This is an optimization exercise on Yosys and OpenROAD, whose aim is small area, not a production implementation.

==> flow/design.v <==
module VM ( i_product,
            i_money,
            i_buy,
            i_clk,
            i_rst_n,
            o_product,
            o_change,
            o_busy,
            o_no_change,
            o_strobe,
            o_need_more_money,
            o_future_change,
            o_empty);
input          i_clk, i_rst_n;
input   [3:0]  i_product;
input   [15:0] i_money;
input          i_buy;
output     [3:0]  o_product;
output reg [20:0] o_change;
output     [20:0] o_future_change;
output            o_busy;
output            o_no_change;
output            o_strobe;
output            o_need_more_money;
output            o_empty;
localparam PRICE = 100;
localparam S_START  = 3'b000;
localparam S_NOCH   = 3'b001;
localparam S_EMPTY  = 3'b010;
localparam S_CHOOSE = 3'b100;
localparam S_WAIT   = 3'b101;
localparam S_CALC   = 3'b110;
localparam S_PAY    = 3'b111;
reg [2:0] state, next_state;
reg [3:0] sold [1:10];
reg [4:0] cnt [0:14];
reg [20:0] money;
reg [20:0] future_change;
reg [3:0]  code_product;
reg [3:0]  chg;                
function [15:0] denom;
  input integer k;
  case (k)
    0:  denom = 16'd50000;
    1:  denom = 16'd20000;
    2:  denom = 16'd10000;
    3:  denom = 16'd5000;
    4:  denom = 16'd2000;
    5:  denom = 16'd1000;
    6:  denom = 16'd500;
    7:  denom = 16'd200;
    8:  denom = 16'd100;
    9:  denom = 16'd50;
    10: denom = 16'd25;
    11: denom = 16'd10;
    12: denom = 16'd5;
    13: denom = 16'd2;
    default: denom = 16'd1;
  endcase
endfunction
function ge_c;
  input [20:0] x;
  input [20:0] k;
  integer j;
  reg r;
  begin
    r = 1'b1;
    for (j = 0; j < 21; j = j + 1)
      r = k[j] ? (x[j] & r) : (x[j] | r);
    ge_c = r;
  end
endfunction
wire st_choose = (state == S_CHOOSE);
wire st_wait   = (state == S_WAIT);
wire st_calc   = (state == S_CALC);
wire st_pay    = (state == S_PAY);
integer i;
reg [10:1] soldout;
reg        empty;
always @* begin
  empty = 1'b1;
  for (i = 1; i <= 10; i = i + 1) begin
    soldout[i] = sold[i][3] & sold[i][1];    
    empty = empty & soldout[i];
  end
end
reg [10:1] sel_prod;
reg        prod_ok;
always @* begin
  prod_ok = 1'b0;
  for (i = 1; i <= 10; i = i + 1) begin
    sel_prod[i] = (i_product == i);
    prod_ok = prod_ok | (sel_prod[i] & ~soldout[i]);
  end
end
reg [14:0] avail, grant, nz, hit, upd;
reg [15:0] dsel;
reg [3:0]  gidx;
reg        seen;
always @* begin
  seen = 1'b0;
  dsel = st_calc ? PRICE[15:0] : 16'd0;
  gidx = 4'd0;
  for (i = 0; i < 15; i = i + 1) begin
    nz[i]    = (cnt[i] != 5'd22);
    hit[i]   = (i_money == denom(i));
    avail[i] = st_pay & ge_c(money, {5'd0, denom(i)}) & nz[i];
    grant[i] = avail[i] & ~seen;
    seen = seen | avail[i];
    if (grant[i]) begin
      dsel = dsel | denom(i);
      gidx = gidx | (i + 1);
    end
    upd[i] = (st_wait & hit[i]) | grant[i];
  end
end
reg [4:0] csel;
always @* begin
  csel = 5'd0;
  for (i = 0; i < 15; i = i + 1)
    csel = csel | ({5{upd[i]}} & cnt[i]);
end
wire [4:0] cx = csel ^ {5{~st_wait}};
wire [4:0] cnew = csel ^ {&cx[3:0], &cx[2:0], &cx[1:0], cx[0], 1'b1};
wire        sub = ~st_wait;
wire [20:0] op  = st_wait ? {5'd0, i_money} : ~{5'd0, dsel};
wire [20:0] next_money;
wire [11:0] cl;
wire [5:0]  c0, c1;
wire [15:11] s0, s1;
assign cl[0] = sub;
assign c0[0] = 1'b0;
assign c1[0] = 1'b1;
genvar g;
generate
  for (g = 0; g < 11; g = g + 1) begin : g_lo
    assign next_money[g] = money[g] ^ op[g] ^ cl[g];
    assign cl[g+1] = (money[g] & op[g]) | (cl[g] & (money[g] ^ op[g]));
  end
  for (g = 11; g < 16; g = g + 1) begin : g_mid
    assign s0[g] = money[g] ^ op[g] ^ c0[g-11];
    assign c0[g-10] = (money[g] & op[g]) | (c0[g-11] & (money[g] ^ op[g]));
    assign s1[g] = money[g] ^ op[g] ^ c1[g-11];
    assign c1[g-10] = (money[g] & op[g]) | (c1[g-11] & (money[g] ^ op[g]));
  end
endgenerate
assign next_money[15:11] = ({5{cl[11]}} & s1) | ({5{~cl[11]}} & s0);
wire c16 = (cl[11] & c1[5]) | (~cl[11] & c0[5]);
wire [4:0] hi = money[20:16];
wire [4:0] hx = hi ^ {5{sub}};
wire [4:0] hpm = hi ^ {&hx[3:0], &hx[2:0], &hx[1:0], hx[0], 1'b1};    
assign next_money[20:16] = (c16 ^ sub) ? hpm : hi;
wire up_sel0 = c0[5] ^ sub;
wire up_sel1 = c1[5] ^ sub;
wire up_z0   = up_sel0 ? ~|hpm : ~|hi;
wire up_z1   = up_sel1 ? ~|hpm : ~|hi;
wire hi_z0   = ~|s0 & up_z0;                        
wire hi_z1   = ~|s1 & up_z1;                        
wire hi_z    = (cl[11] & hi_z1) | (~cl[11] & hi_z0);
wire paid_off = hi_z & ~|next_money[10:0];
wire enough   = ~hi_z | (|next_money[10:7]) | ge_c({14'd0, next_money[6:0]}, PRICE);
wire one_empty = ~nz[14];
assign o_busy            = state[2];
assign o_need_more_money = st_wait & ~enough;
assign o_strobe          = (st_pay & paid_off) | (state == S_NOCH);
assign o_no_change       = (state == S_NOCH);
assign o_empty           = (state == S_EMPTY);
assign o_product         = code_product;
assign o_future_change   = future_change;
always @* begin
  o_change = 21'd0;
  for (i = 0; i < 15; i = i + 1)
    if (chg == i + 1) o_change = {5'd0, denom(i)};
end
always @* begin
  next_state = state;
  case (state)
    S_START:  if (empty) next_state = S_EMPTY;
              else if (i_buy) next_state = S_CHOOSE;
    S_CHOOSE: if (prod_ok) next_state = S_WAIT;
    S_WAIT:   if (enough) next_state = S_CALC;
    S_CALC:   next_state = S_PAY;
    S_PAY:    if (paid_off) next_state = S_START;
              else if (one_empty) next_state = S_NOCH;
    S_NOCH:   next_state = S_START;
    default:  ;
  endcase
end
always @(posedge i_clk or negedge i_rst_n) begin
  if (!i_rst_n) begin
    state         <= S_START;
    money         <= 21'd0;
    future_change <= 21'd0;
    code_product  <= 4'd0;
    chg           <= 4'd0;
  end else begin
    state <= next_state;
    money <= next_money;
    if (st_calc) future_change <= next_money;
    if (st_choose) code_product <= i_product;
    chg <= gidx;
  end
end
generate
  for (g = 1; g <= 10; g = g + 1) begin : g_prod
    wire tp = st_choose & sel_prod[g] & ~soldout[g];
    always @(posedge i_clk or negedge i_rst_n)
      if (!i_rst_n) sold[g] <= 4'd0;
      else sold[g] <= sold[g] ^ ({4{tp}} & {&sold[g][2:0], &sold[g][1:0], sold[g][0], 1'b1});
  end
  for (g = 0; g < 15; g = g + 1) begin : g_cnt
    always @(posedge i_clk or negedge i_rst_n)
      if (!i_rst_n) cnt[g] <= 5'd0;
      else begin
        cnt[g][0] <= cnt[g][0] ^ upd[g];
        if (upd[g]) cnt[g][4:1] <= cnew[4:1];
      end
  end
endgenerate
endmodule
export LEC_CHECK = 0
export CAP_MARGIN = 5
export CORE_MARGIN = 2
export CORE_UTILIZATION = 65
export GPL_TIMING_DRIVEN = 0
export PLACE_DENSITY = 0.8
export SLEW_MARGIN = 5
create_clock -name core_clock -period 12.0 [get_ports {i_clk}]
standard.sh (not shown) runs the stock make flow with config.mk's settings and CLKGATE_MAP_FILE= SYNTH_SCRIPT=/design/flow/synth_recipe.tcl, a recipe that flattens the netlist after the stock synthesis.
==> flow/flow/run.sh <==
#!/bin/bash
# Own layout flow: the standard layout (standard.sh) with these changes:
#  - ABC maps the combinational logic with an area-oriented script (abc_area.script);
#    registers are mapped before ABC runs, as in the standard synthesis, so they keep
#    their names and cells;
#  - each input and output port gets the smallest buffer (buf_1);
#  - the clock tree uses clkbuf_8 and no dummy loads (cts_args);
#  - after global routing, power recovery downsizes gates off the critical paths and
#    post_grt.tcl then repairs any slew or capacitance limit that broke.
# Each tool's full output is in orfs/logs/; make's output is in flow.log here.
set -euo pipefail
W=$PWD
F=$W/flow
{
  cat <<EOT
proc abc {args} {
  set i [lsearch -exact \$args -script]
  if {\$i >= 0} { lset args [expr {\$i + 1}] $F/abc_area.script }
  yosys abc {*}\$args
}
EOT
  cat "$W/synth_recipe.tcl"
} > "$W/own_synth.tcl"
CTS="-sink_clustering_enable -repair_clock_nets -dont_use_dummy_load"
[[ -f $F/cts_args ]] && CTS=$(cat "$F/cts_args")
# further make variables, one per line
EXTRA=()
if [[ -f $F/make_args ]]; then mapfile -t EXTRA < "$F/make_args"; fi
if [[ -f $F/post_grt.tcl ]]; then EXTRA+=("POST_GLOBAL_ROUTE_TCL=$F/post_grt.tcl"); fi
bash "$W/standard.sh" "SYNTH_SCRIPT=$W/own_synth.tcl" \
  "BUFFER_PORTS_ARGS=-buffer_cell sky130_fd_sc_hd__buf_1" \
  "CTS_ARGS=$CTS" "${EXTRA[@]}" finish > "$W/flow.log" 2>&1
==> flow/flow/abc_area.script <==
strash
&get -n
&st
&synch2
&if -K 6 -a
&mfs
&st
&synch2
&if -K 6 -a
&mfs
&st
&dch -f
&nf -R 1000
&put
topo
dnsize -c
==> flow/flow/cts_args <==
-sink_clustering_enable -repair_clock_nets -dont_use_dummy_load -buf_list sky130_fd_sc_hd__clkbuf_8 -sink_clustering_size 24 -sink_clustering_max_diameter 120
==> flow/flow/make_args <==
RECOVER_POWER=100
==> flow/flow/post_grt.tcl <==
# After power recovery (which downsizes gates off the critical paths), fix any slew or
# capacitance limit it broke, then legalize and reroute the touched nets.
global_route -start_incremental
repair_design -verbose -slew_margin $::env(SLEW_MARGIN) -cap_margin $::env(CAP_MARGIN)
detailed_placement
global_route -end_incremental
estimate_parasitics -global_routing
Then changed:
--- a/flow/design.v
+++ b/flow/design.v
@@ -27,10 +27,10 @@
 localparam S_START  = 3'b000;
 localparam S_NOCH   = 3'b001;
 localparam S_EMPTY  = 3'b010;
-localparam S_CHOOSE = 3'b100;
-localparam S_WAIT   = 3'b101;
-localparam S_CALC   = 3'b110;
-localparam S_PAY    = 3'b111;
+localparam S_CHOOSE = 3'b110;
+localparam S_WAIT   = 3'b100;
+localparam S_CALC   = 3'b111;
+localparam S_PAY    = 3'b101;
 reg [2:0] state, next_state;
 reg [3:0] sold [1:10];
 reg [4:0] cnt [0:14];
@@ -211,10 +211,7 @@
   for (g = 0; g < 15; g = g + 1) begin : g_cnt
     always @(posedge i_clk or negedge i_rst_n)
       if (!i_rst_n) cnt[g] <= 5'd0;
-      else begin
-        cnt[g][0] <= cnt[g][0] ^ upd[g];
-        if (upd[g]) cnt[g][4:1] <= cnew[4:1];
-      end
+      else if (upd[g]) cnt[g] <= cnew;
   end
 endgenerate
 endmodule
Wire length climbs by 4.2%.
Sequential share of layout area drops by 0.34 points.
Clock skew barely changes.
Setup slack gets better by 0.028 ns.
Synthesized cell count climbs by 1.9%.
Count of clock-buffer cells in the layout is unchanged.
Worst hold slack hardly moves.
Global-route usage climbs by 0.15 points.
Core utilization climbs by 0.56 points.
Die area stays the same.
No run of this note included a check of the RTL's function; only the layout flow was run.

-- port drivers added, routing unchanged --
In the flow no input, the clock included, has a driving cell. The finished layouts below were timed again as built, in two steps.
Step 1 sets driving cells, clkbuf_16 on the clock port and buf_2 on the other inputs (assumed; they add their load-dependent delay and slew).
Step 2 moves the port delays by t, midway between the first and last clock arrival at a register: inputs arrive t later, outputs are due t later. That takes back most of the time a late clock gives input paths.
Three values: no drivers, after step 1, after step 2; two values: the first two.
| run | shift t [ns] | setup WS [ns] | pins driven straight from the clock port |
|---|---|---|---|
| the first run | 0.485 | 0.402 / 0.366 / 0.851 | 1 |
| the second run | 0.484 | 0.430 / 0.392 / 0.727 | 1 |
After both steps every run listed still meets setup and hold.
